This design comes from an exercise in tuning for small area and a short achievable clock period on the open sky130 flow, not from production work. The RTL was checked by simulation tests, not by an equivalence proof against the original design. Power figures rest on the tool's default switching activity, not on a simulated workload.

## flow/design.v (module list and top-level ports; edited modules follow where they fit)
// module jmb_fifo: 16 lines
// module jmb_9x9_window: 85 lines
// module jmb_9x9_filter: 4189 lines
module jmb_9x9_filter #(
  parameter integer pixel_width = 8,
  parameter integer image_width = 64
) (
  input  wire valid_in,
  input  wire ready_in,
  input  wire clock,
  input  wire reset_n,
  input  wire [pixel_width-1:0] data_in,
  output wire valid_out,
  output wire ready_out,
  output wire [pixel_width-1:0] data_out
);
  // ...
==> flow/run.sh <==
#!/bin/bash
# synth_recipe.tcl (not shown) runs the flow's synth.tcl, then flattens the netlist and writes it again
# the make line also repeats each setting of config.mk as NAME=value (left out here)
make -C /OpenROAD-flow-scripts/flow DESIGN_CONFIG=/design/flow/config.mk WORK_HOME=/design/flow/orfs CLKGATE_MAP_FILE= SYNTH_SCRIPT=/design/flow/synth_recipe.tcl finish
==> flow/config.mk <==
export PLATFORM = sky130hd
export DESIGN_NAME = jmb_9x9_filter
export DESIGN_NICKNAME = jmb_9x9_filter
export VERILOG_FILES = /design/flow/design.v
export SDC_FILE = /design/flow/constraint.sdc
export NUM_CORES = 4
export LEC_CHECK = 0
export CAP_MARGIN = 20
export CORE_MARGIN = 2
export CORE_UTILIZATION = 40
export SLEW_MARGIN = 20
==> flow/constraint.sdc <==
create_clock -name core_clock -period 12.5 [get_ports {clock}]
set_input_delay 2.5000 -clock core_clock [delete_from_list [all_inputs] [get_ports {clock}]]
set_output_delay 2.5000 -clock core_clock [all_outputs]
set_load 0.01 [all_outputs]
==> results.yml, run 1 <==
clock_network:
  clock_sinks: 4283
  post_cts_buffers: 0
  htree_levels: 5
synth:
  yosysSeqAreaShare: 0.600
  synth-adder-area-share: 0.0934
  synth_top_family_by_area: "compound AO/OA/AOI/OAI gates"
  synth_top_area_share: 0.600
  synth_common_cells: "dfxtp_1, a22o_1, clkbuf_1, fa_1, inv_1"
  synth_compound_area_frac: 0.259
  synthArstFlopShare: 0
  synth_area_sq_um: 143000
  synth-seq-cells: 4283
global_routing:
  grt_start_max_net_pins: 261
  antenna_found_initial: 3
cells_and_area:
  fillers: 31784
  multi_input_area_share: 0.322
  signal_buffers: 79
  nClkBuffers: 629
  regMostFlops: "window.line.r"
sta:
  fin_crit_sh: 0.458
pwr:
  vdd_ir_drop_max_mv: 0.127
  intPower_w: 0.0211
  switching_share: 0.210
  p_switching_w: 0.00562
  pg_seq_w: 0.0137
placement:
  port_buffers: 21
worst_setup_path:
  crit_family: "buffers and inverters"
  crit_cells: 6
  cp-startpoint: "reset_n"
die:
  coreArea_sq_um: 356000
  ios: 22
detailed_routing:
  drt_iter0_markers: 6551
  totalWireLength_microns: 257000
run_status:
  outcome: "finished clean"
hold_path:
  min_to: "window.line.r[2413]"
==> inputs of run 2 (changes only) <==
==> flow/flow/run.sh (new file) <==
#!/bin/bash
# The standard layout, with timing repair aimed at a setup slack of 8.5 ns
# (a 4 ns period) instead of 0; the SDC and everything else stay as they are.
set -euo pipefail
bash standard.sh SETUP_SLACK_MARGIN=8.5 finish > make_finish.log 2>&1
==> flow/standard.sh (new file) <==
#!/bin/bash
# synth_recipe.tcl (not shown) runs the flow's synth.tcl, then flattens the netlist and writes it again
# the make line also repeats each setting of config.mk as NAME=value (left out here)
make -C /OpenROAD-flow-scripts/flow DESIGN_CONFIG=/design/flow/config.mk WORK_HOME=/design/flow/orfs CLKGATE_MAP_FILE= SYNTH_SCRIPT=/design/flow/synth_recipe.tcl "${@:-finish}"
removed: flow/run.sh
==> run 2 against run 1 <==
  * Flip-flop and latch count unchanged
  * Sequential share of layout area decreased by 0.99 points
  * Wire length increased by 11%
  * Register-to-register slack gained 0.15 ns
  * Setup slack better by 1.7 ns
  * Power rose by 1.9%
==> results.yml, run 2 <==
run_status:
  outcome: "finished clean"
clock_network:
  clock_sinks: 4283
  hold_buffers: 0
  htree_levels: 5
  numCtsBuffers: 413
  clockRootBuffer: "clkbuf_16"
  cts_max_path_buffers: 4
  cts_tree: "yes"
  clk_latency_ns: 0.97
  path_clk_slew_ns: 0.06
synth:
  yosysSeqAreaShare: 0.600
  yosysUniqueCellTypes: 47
  synth_edf_count: 0
  yosysMostFrequentCell: "dfxtp_1"
  synth.area.top_cells: "dfxtp_1, a22o_1, fa_1"
  synthArstFlopShare: 0
  synth.avg_cell_area_sq_um: 12.9
  synth-seq-cells: 4283
  synth_area_sq_um: 143000
  ys.flop_type: "dfxtp_1"
  synth_common_cells: "dfxtp_1, a22o_1, clkbuf_1, fa_1, inv_1"
  synth_largest_area_cell: "dfxtp_1"
  ys_warn_count: 2
  synth_cells: 11057
  synth_top_area_share: 0.600
detailed_routing:
  drt_iter0_markers: 6118
  route.detailed.drc: 0
  ant_nets: 0
  dr_total_vias: 84783
  drt-pass1-iter-count: 7
  totalWireLength_microns: 286000
  vias_per_cell: 5.37
  wire_per_inst_microns: 18.1
sta:
  rsz0062_at_grt: "true"
  tightest_slew_ns: 0.982
  hold_violations: 0
  maxSlewViolCount: 0
  fin_crit_sh: 0.320
  setup-tns-final_ns: 0
  fmax_ghz: 0.250
  setup_viol: 0
  min_period_ns: 4.00
  timing.final.ws_setup_ns: 8.50
  max-slew-margin-rel: 0.346
  clock_skew_ns: 0.0710
worst_setup_path:
  cpMaxStageDelayCell: "clkdlybuf4s50_1"
  worstPathArrival_ns: 4.83
  reg2regPathDepth: 9
  cp-start-kind: "input pin"
  critPathMaxStageDelay_ns: 0.68
  crit_path_max_fanout: 108
  end_kind: "register"
  crit_type: "in -> reg"
  worst_ep_required_time_ns: 13.34
  worst-r2r-setup-slack_ns: 8.52
  reg2reg_to: "p1[36]"
  reg2reg_from: "window.line.r[2065]"
  worstPathCellList: "clkdlybuf4s50_1 > and3_4 > buf_4 > buf_16 > clkbuf_16 > a22o_1"
cells_and_area:
  largest_register_ffs: 4144
  final_cell_mix: "dfxtp_1, a22o_1, fa_1"
  reg_top3: "window.line.r (4144), p1 (98), p2 (31)"
  synthToLayoutAreaGrowth_pct: 14.2
  final_common_cell: "dfxtp_1"
  regMostFlops: "window.line.r"
  drive_gt1_frac: 0.0817
  fin_nets: 11385
  stdcell_count: 15784
placement:
  port_buffers: 21
  dpl.cell_count: 14943
  pre_cts_ws_ns: 6.37
  hpwl_microns: 153000
  gp_congestion: 0.838
hold_path:
  whs_path_depth: 1
  hp-class: "reg -> reg"
  min-delay-start: "window.line.r[2429]"
  min_to: "window.line.r[2437]"
die:
  dieWidth_microns: 602
  die_h_microns: 602
  ios: 22
  dieArea_sq_um: 362000
  coreArea_sq_um: 356000
  initial_core_util: 0.402
  fp-row-count: 219
job:
  drv_cap: 0
global_routing:
  track_usage: 0.153
  grt_pass1_wl_microns: 471000
  grt_pass1_vias: 85500
  grt_start_max_net_pins: 177
  antenna_found_initial: 1
  grt-ovfl-total: 0
pwr:
  leakagePower_nw: 62.0
  power_per_cell_area_nw_per_um2: 167
  vdd_ir_drop_max_mv: 0.124
## run 2: cell count changes in the layout (fill, tap and decap cells not counted), sizes merged, moves of 2 or more
cell | before | now
inv | 570 | 572
clkinvlp | 10 | 13
bufbuf | 0 | 18
buf | 58 | 128
and2 | 4 | 6
bufinv | 27 | 40
and3 | 2 | 4
clkbuf | 629 | 606
clkinv | 67 | 89
clkdlybuf4s50 | 21 | 10
## run 2: final cells by class
cell class | instances | area, sq um
antenna | 2 | 5.00
inverter | 557 | 2100
fill | 31536 | 192000
tap | 4751 | 5940
sequential | 4283 | 85800
timing repair buffer | 164 | 3550
clock buffer | 599 | 12200
multi-input combinational | 5271 | 51600
clock inverter | 157 | 2070
## run 2: critical path, delay by kind of cell
family / cells / cell delay [ns]
buffers and inverters: 4 / 1.53
AND/OR/NAND/NOR: 1 / 0.33
AO/OA/AOI/OAI: 1 / 0.18
## run 2: metrics by stage
step	utilization	instance area, sq um	hold slack (ns)	power, W
detailed placement	0.412	146000	0.444	0.0146
global placement	0.411	146000	0.432	0.0145
floorplan	-	143000	0.425	0.0144
global route	0.459	163000	0.433	0.0282
finish	0.459	163000	0.414	0.0272
CTS	0.458	163000	0.403	0.0276
## run 2: how the worst max path moves through the flow
stage | slack, ns | end | depth (start not counted) | startpoint
4_1_cts | 8.46 | p1[36] | 10 | window.line.r[2066]
3_5_place_dp | 6.37 | window.line.r[23] | 6 | reset_n
6_report | 8.50 | window.line.r[267] | 6 | ready_in
3_3_place_gp | 6.46 | window.line.r[2638] | 6 | reset_n
2_1_floorplan | 8.45 | window.line.r[3400] | 8 | ready_in
5_1_grt | 8.42 | p1[36] | 9 | window.line.r[2065]
## run 2: where the power goes
part	switching (W)	total, W	internal (W)
clock	0.00524	0.0128	0.00760
sequential	0.0000156	0.0137	0.0137
combinational	0.000534	0.000708	0.000174
total	0.00579	0.0272	0.0214
## run 2: logic make-up after synthesis
kind of cell,synth area share
AOI/OAI and AO/OA,0.259
DFF,0.600
buffers and inverters,0.0397
adders and majority gates,0.0934
and+or+nand+nor,0.00648
xor gates and xnor gates,0.00146
muxes,0.000219
## run 2: layer usage
layer,wire (microns),up-vias,track usage
li1,-,40310,-
met1,139000,42887,0.219
met2,130000,1131,0.242
met3,9570,455,0.0215
met4,7150,0,0.0427
met5,0,-,0
## run 2: timing repair
item	in CTS	in global routing
pin swaps	10	26
buffers inserted	16	1
gates cloned	59	7
endpoints found under the setup margin	3730	1146
endpoints found under the hold margin	0	0
gates resized for setup	191	64
==> inputs of run 3 (changes only) <==
==> flow/flow/run.sh (replaced) <==
#!/bin/bash
# The standard layout (standard.sh: the standard flow's synthesis and ORFS flow, unchanged
# SDC and floorplan settings) with these make-variable overrides:
#  - timing repair aims at a setup slack of 8.7 ns instead of 0,
#  - port buffers are buf_4 (the default pick is a slow delay cell),
#  - CTS without dummy balancing loads, sinks clustered 30 per leaf buffer
#    within 60 um.
# make's full output goes to make_finish.log, each step's to orfs/logs/.
set -euo pipefail
bash standard.sh \
  SETUP_SLACK_MARGIN=8.7 \
  "BUFFER_PORTS_ARGS=-buffer_cell sky130_fd_sc_hd__buf_4" \
  "CTS_ARGS=-sink_clustering_enable -repair_clock_nets -dont_use_dummy_load -sink_clustering_size 30 -sink_clustering_max_diameter 60" \
  finish > make_finish.log 2>&1
==> run 3 against run 2 <==
  * Design area shrank 5.4%
  * Core utilization fell by 2.5 points
  * Flip-flop and latch count did not move
  * Clock-buffer cell count shrank 360
  * Final cell count shrank 3.4%
  * Power is 20% lower
  * Combinational power is 8.9% lower
  * Sequential share of layout area increased by 3.1 points
  * Wire length down 4.0%
  * Area after synthesis stayed put
  * Global-route usage shrank 0.86 points
  * Critical path type is now reg -> reg
  * Largest power group unchanged
==> results.yml, run 3 <==
run_status:
  outcome: "finished clean"
sta:
  timing.final.ws_setup_ns: 8.56
  fmax_ghz: 0.254
  hold_violations: 0
  clock_skew_ns: 0.110
  hold-worst-slack_ns: 0.403
  tightest_slew_ns: 1.05
  setup_viol: 0
  fin_crit_sh: 0.315
  min_period_ns: 3.94
  max-slew-margin-rel: 0.303
  rsz0062_at_grt: "true"
  maxSlewViolCount: 0
  setup-tns-final_ns: 0
synth:
  yosysSeqAreaShare: 0.600
  synth_area_sq_um: 143000
  synth.area.top_cells: "dfxtp_1, a22o_1, fa_1"
  synth-seq-cells: 4283
  synth.avg_cell_area_sq_um: 12.9
  yosysUniqueCellTypes: 47
  synth_largest_area_cell: "dfxtp_1"
  synth_top_area_share: 0.600
  synthArstFlopShare: 0
  synth_common_cells: "dfxtp_1, a22o_1, clkbuf_1, fa_1, inv_1"
  yosysMostFrequentCell: "dfxtp_1"
  synth_cells: 11057
  ys_warn_count: 2
  synth_edf_count: 0
  ys.flop_type: "dfxtp_1"
die:
  ios: 22
  fp-row-count: 219
  dieArea_sq_um: 362000
  initial_core_util: 0.402
  dieWidth_microns: 602
  die_h_microns: 602
  coreArea_sq_um: 356000
clock_network:
  clockRootBuffer: "clkbuf_16"
  numCtsBuffers: 239
  path_clk_slew_ns: 0.10
  cts_tree: "yes"
  hold_buffers: 0
  cts_max_path_buffers: 4
  clk_latency_ns: 0.94
  clock_sinks: 4283
  htree_levels: 4
placement:
  port_buffers: 21
  gp_congestion: 0.839
  hpwl_microns: 156000
  pre_cts_ws_ns: 6.76
cells_and_area:
  sequential_cell_area_sq_um: 85900
  synthToLayoutAreaGrowth_pct: 8.05
  fillers: 32100
  final_common_cell: "dfxtp_1"
  reg_top3: "window.line.r (4144), p1 (98), p2 (31)"
  drive_gt1_frac: 0.0630
  final_cell_mix: "dfxtp_1, a22o_1, inv_1"
  fin_nets: 11187
  largest_register_ffs: 4144
  regMostFlops: "window.line.r"
  multi_input_area_sq_um: 52000
global_routing:
  track_usage: 0.145
  grt_pass1_wl_microns: 446000
  grt-ovfl-total: 0
  antenna_found_initial: 1
  grt_pass1_vias: 81002
  grt_start_max_net_pins: 232
detailed_routing:
  route.detailed.drc: 0
  dr_total_vias: 82512
  wire_per_inst_microns: 18.0
  drt-pass1-iter-count: 17
  ant_nets: 0
  drt_iter0_markers: 6525
  totalWireLength_microns: 275000
  vias_per_cell: 5.41
worst_setup_path:
  cp-start-kind: "register"
  crit_path_max_fanout: 4
  worst_ep_required_time_ns: 13.23
  cp-startpoint: "window.line.r[2067]"
  end_kind: "register"
  reg2reg_from: "window.line.r[2067]"
  worstPathArrival_ns: 4.67
  reg2regPathDepth: 9
  crit_type: "reg -> reg"
pwr:
  vdd_ir_drop_max_mv: 0.126
  power_per_cell_area_nw_per_um2: 142
  p_total_w: 0.0219
  leakagePower_nw: 57.5
job:
  drv_cap: 0
hold_path:
  min-delay-start: "window.line.r[3364]"
  whs_path_depth: 1
  hp-class: "reg -> reg"
## run 3: cell types whose count changed in the layout (fill, tap and decap cells not counted), moves of 40 or more
| cell | previous run | this run |
|---|---|---|
| bufinv_16 | 40 | 0 |
| clkbuf_1 | 80 | 0 |
| clkbuf_16 | 427 | 248 |
| clkbuf_8 | 99 | 1 |
| clkinv_2 | 76 | 0 |
| dfxtp_1 | 4265 | 4210 |
| dfxtp_2 | 17 | 59 |
| fa_1 | 606 | 484 |
| fa_2 | 34 | 156 |
## run 3: power by group
part           leakage [nW]  switching (W)  internal, W  total (W)
sequential             34.5      0.0000160       0.0137     0.0137
combinational          20.0       0.000507     0.000138   0.000645
clock                  2.95        0.00417      0.00338    0.00755
## run 3: timing repair
action                                   CTS  global route
endpoints found under the setup margin  3700          1625
resized for setup                        235           164
buffers inserted                          22             4
pin swaps                                 89           105
cloned                                    25             9
## run 3: cell type report
class,count,share of cell area
diodes,1,0.0000162
clock buffers,239,0.0387
flip-flops and latches,4283,0.556
inverters,557,0.0136
multi-input cells,5271,0.337
well taps,4751,0.0385
repair buffers,140,0.0165
## run 3: path summary, 6_finish.rpt
| path | end | slack (ns) |
|---|---|---|
| max | p1[36] | 8.56 |
| min reg2reg | window.line.r[3372] | 0.40 |
| min | window.line.r[3372] | 0.40 |
| max reg2reg | p1[36] | 8.56 |
## run 3: cell families (layout without fill, tap and decap cells)
logic type | Yosys count | in the layout | share of synthesized area
AO/OA/AOI/OAI | 4325 | 4325 | 0.259
XOR/XNOR | 23 | 23 | 0.00146
adder cells (fa/ha/maj) | 683 | 683 | 0.0934
buffers and inverters | 1507 | 936 | 0.0397
flip-flops | 4283 | 4283 | 0.600
multiplexers | 3 | 3 | 0.000219
other | 0 | 1 | 0
AND/OR/NAND/NOR | 233 | 237 | 0.00648
## run 3: metrics by stage
step | util | area, sq um | cells
finish | 0.434 | 154000 | 15242
CTS | 0.433 | 154000 | 15228
global placement | 0.411 | 146000 | 14942
global route | 0.434 | 154000 | 15242
detailed placement | 0.411 | 146000 | 14942
floorplan | - | 143000 | 11057
## run 3: per-layer routing
layer  track usage  up-vias  share of wire
met1         0.219    41565           0.51
met4        0.0322        0          0.021
li1              -    39520              -
met5             0        -              0
met3        0.0220      322          0.040
met2         0.217     1105           0.43
## run 3: worst max-delay path, cell delays in order, from the launching register on
cell,delay (ns)
dfxtp_2,0.35
clkinvlp_4,0.17
fa_1,0.54
inv_2,0.05
fa_2,0.55
fa_2,0.45
fa_2,0.60
fa_2,0.46
fa_1,0.53
o22ai_1,0.08
==> inputs of run 4 (changes only) <==
==> flow/flow/run.sh (replaced) <==
#!/bin/bash
# The standard layout (standard.sh: the standard flow's synthesis and ORFS flow, unchanged
# SDC) with these make-variable overrides:
#  - timing repair aims at a setup slack of 8.8 ns instead of 0,
#  - the buffers ABC put in are removed at floorplan (REMOVE_ABC_BUFFERS)
#    instead of running the pre-placement timing repair,
#  - port buffers are buf_4 (the default pick is a slow delay cell),
#  - CTS without dummy balancing loads, sinks clustered 30 per leaf buffer
#    within 60 um.
# make's full output goes to make_finish.log, each step's to orfs/logs/.
set -euo pipefail
bash standard.sh \
  SETUP_SLACK_MARGIN=8.8 \
  REMOVE_ABC_BUFFERS=1 \
  "BUFFER_PORTS_ARGS=-buffer_cell sky130_fd_sc_hd__buf_4" \
  "CTS_ARGS=-sink_clustering_enable -repair_clock_nets -dont_use_dummy_load -sink_clustering_size 30 -sink_clustering_max_diameter 60" \
  finish > make_finish.log 2>&1
--- a/flow/config.mk
+++ b/flow/config.mk
@@ -7,5 +7,5 @@
 export LEC_CHECK = 0
 export CAP_MARGIN = 20
 export CORE_MARGIN = 2
-export CORE_UTILIZATION = 40
+export CORE_UTILIZATION = 55
 export SLEW_MARGIN = 20
==> run 4 against run 3 <==
  * Setup slack got worse by 0.068 ns
  * Core utilization increased by 16 points
  * Clock skew decreased by 0.040 ns
  * Sequential power about the same
  * First-iteration DRC count decreased by 1.7%
  * Die area decreased by 27%
  * Final cell count decreased by 8.3%
  * Critical path depth unchanged
  * Largest power group unchanged
==> results.yml, run 4 <==
die:
  initial_core_util: 0.552
  dieWidth_microns: 514
  ios: 22
  dieArea_sq_um: 264000
  fp-row-count: 187
  die_h_microns: 514
  coreArea_sq_um: 259000
synth:
  synth_largest_area_cell: "dfxtp_1"
  synth_area_sq_um: 143000
  ys.flop_type: "dfxtp_1"
  ys_warn_count: 2
  yosysUniqueCellTypes: 47
  yosysMostFrequentCell: "dfxtp_1"
  synth-adder-area-share: 0.0934
  synth.avg_cell_area_sq_um: 12.9
  synth_cells: 11057
  synthSimpleGateAreaFrac: 0.00648
  synthMuxAreaShare: 0.000219
  synth_top_family_by_area: "compound AO/OA/AOI/OAI gates"
  synth_top_area_share: 0.600
  synth_xor_area_frac: 0.00146
  yosysSeqAreaShare: 0.600
  synth_compound_area_frac: 0.259
  synth.area.top_cells: "dfxtp_1, a22o_1, fa_1"
  synth-seq-cells: 4283
  synthArstFlopShare: 0
  synth_edf_count: 0
  synth_common_cells: "dfxtp_1, a22o_1, clkbuf_1, fa_1, inv_1"
pwr:
  p_comb_frac: 0.033
  power_frac_seq: 0.623
  p_switching_w: 0.00474
  intPower_w: 0.0172
  leakagePower_nw: 58.4
  vdd_ir_drop_max_mv: 0.116
  switching_share: 0.216
  p_total_w: 0.0219
  power_per_cell_area_nw_per_um2: 142
  clkPwrFrac: 0.344
sta:
  maxSlewViolCount: 0
  setup_viol: 0
  hold_violations: 0
  tightest_slew_ns: 0.810
  min_period_ns: 4.01
  fmax_ghz: 0.249
  setup-tns-final_ns: 0
  rsz0062_at_grt: "true"
  max-slew-margin-rel: 0.460
  clock_skew_ns: 0.0697
  fin_crit_sh: 0.321
clock_network:
  hold_buffers: 0
  numCtsBuffers: 239
  cts_tree: "yes"
  clock_sinks: 4283
  clk_latency_ns: 0.92
  clockRootBuffer: "clkbuf_16"
  htree_levels: 4
  cts_max_path_buffers: 4
  path_clk_slew_ns: 0.08
worst_setup_path:
  crit_path_max_fanout: 3
  critPathMaxStageDelay_ns: 0.61
  crit_type: "reg -> reg"
  end_kind: "register"
  cp_common_cell: "fa_2"
  cpMaxStageDelayCell: "fa_2"
  crit_family: "adder cells"
  path_buf_inv: 2
  cp-start-kind: "register"
  worst_ep_required_time_ns: 13.25
  worstPathArrival_ns: 4.76
  worstPathCellList: "clkinvlp_4 > fa_1 > inv_2 > fa_2 > fa_2 > fa_2 > fa_2 > fa_2 > o22ai_1"
placement:
  gp_congestion: 0.842
  port_buffers: 21
  hpwl_microns: 160000
  place_area_sq_um: 145000
  dpl.cell_count: 13594
cells_and_area:
  drive_gt1_frac: 0.0808
  regMostFlops: "window.line.r"
  final_cell_mix: "dfxtp_1, a22o_1, inv_1"
  synthToLayoutAreaGrowth_pct: 8.20
  fin_nets: 11270
  largest_register_ffs: 4144
  final_common_cell: "dfxtp_1"
  design_area_sq_um: 155000
  stdcell_count: 13980
  fillers: 20342
  final_util: 0.597
  reg_top3: "window.line.r (4144), p1 (98), p2 (31)"
global_routing:
  antenna_found_initial: 4
  track_usage: 0.207
  grt_pass1_wl_microns: 455000
  grt-ovfl-total: 0
  grt_pass1_vias: 82059
  grt_start_max_net_pins: 235
run_status:
  outcome: "finished clean"
detailed_routing:
  totalWireLength_microns: 294000
  wire_per_inst_microns: 21.0
  vias_per_cell: 5.98
  ant_nets: 0
  dr_total_vias: 83596
  drt-pass1-iter-count: 5
  drt_iter0_markers: 6417
  route.detailed.drc: 0
job:
  drv_cap: 0
hold_path:
  hp-class: "reg -> reg"
==> run 4: metrics by stage <==
stage	setup WS, ns	hold WS [ns]
CTS	8.49	0.422
global placement	6.52	0.434
detailed placement	6.41	0.440
finish	8.49	0.426
global route	8.43	0.437
floorplan	-65.60	0.425
==> run 4: power by group through the flow <==
stage	registers, W	clock network [W]	logic, W
6_report	0.0137	0.00755	0.000727
5_1_grt	0.0137	0.00826	0.000795
4_1_cts	0.0137	0.00780	0.000662
3_5_place_dp	0.0140	0	0.000572
3_3_place_gp	0.0140	0	0.000563
2_1_floorplan	0.0140	0	0.000493
==> run 4: tightest hold or removal path: stages (launching register included) <==
cell     delay [ns]
dfxtp_1        0.33
nand2_1        0.05
o21ai_0        0.06
==> run 4: final cells by class <==
type                            instances  area (sq um)  share of cell area
Tap cell                             3402          4260              0.0275
Multi-Input combinational cell       5272         52100               0.337
Clock buffer                          239          5980              0.0387
Timing Repair Buffer                  222          4210              0.0272
Sequential cell                      4283         86000               0.556
Antenna cell                            5          12.5           0.0000809
Inverter                              557          2110              0.0136
==> run 4: worst paths after layout <==
path | startpoint | endpoint | slack, ns | cells after the start
setup reg to reg | window.line.r[2065] | p1[36] | 8.49 | 9
hold / removal | window.line.r[1046] | window.line.r[1054] | 0.43 | 2
setup / recovery | window.line.r[2065] | p1[36] | 8.49 | 9
hold reg to reg | window.line.r[1046] | window.line.r[1054] | 0.43 | 2
==> run 4: metal layers <==
| metal | GRT usage | share of wire |
|---|---|---|
| met1 | 0.298 | 0.48 |
| met2 | 0.335 | 0.47 |
| met3 | 0.0213 | 0.029 |
| met4 | 0.0485 | 0.022 |
| met5 | 0 | 0 |
==> run 4: kinds of logic (layout without fill, tap and decap cells) <==
| group | count (synthesis) | in the layout |
|---|---|---|
| mux | 3 | 3 |
| other cells | 0 | 5 |
| flops | 4283 | 4283 |
| xor+xnor | 23 | 23 |
| fa+ha+maj | 683 | 683 |
| compound gates | 4325 | 4325 |
| buf+inv | 1507 | 1018 |
| simple gates | 233 | 238 |
==> run 4: repair_timing <==
action	in CTS	in global routing
endpoints found under the setup margin	3445	2882
setup buffers	43	16
resized for setup	430	180
pin swaps	194	148
gates cloned	34	49

==> separate check: timing with driven ports <==
No port has a modelled driver above. Below, the same layouts with a new extraction and two added sets of constraints.
Step 1 sets driving cells, clkbuf_16 on the clock port and buf_2 on the other inputs (assumed; they add their load-dependent delay and slew).
Step 2, shift: input delay + t, output delay - t, t = (earliest + latest rising clock arrival at the registers) / 2. This alone moves slack from input paths to output paths.
Slacks: no drivers / after step 1 / after step 2; pairs: no drivers / after step 1.
run	shift t [ns]	slack for setup (ns)	slew at the worst register clock pin (ns)	pins driven straight from the clock port
run 1	1.024	6.780 / 6.853 / 5.828	0.07 / 0.07	1
run 2	1.035	8.505 / 8.453 / 7.546	0.07 / 0.07	1
run 3	0.966	8.557 / 8.557 / 7.727	0.11 / 0.11	1
run 4	0.976	8.489 / 8.466 / 7.909	0.11 / 0.11	1
After both steps setup and hold are still met in every run listed. The setup slack of run 2, which loses most, moves by -0.052 ns with the drivers and by -0.959 ns with both steps.
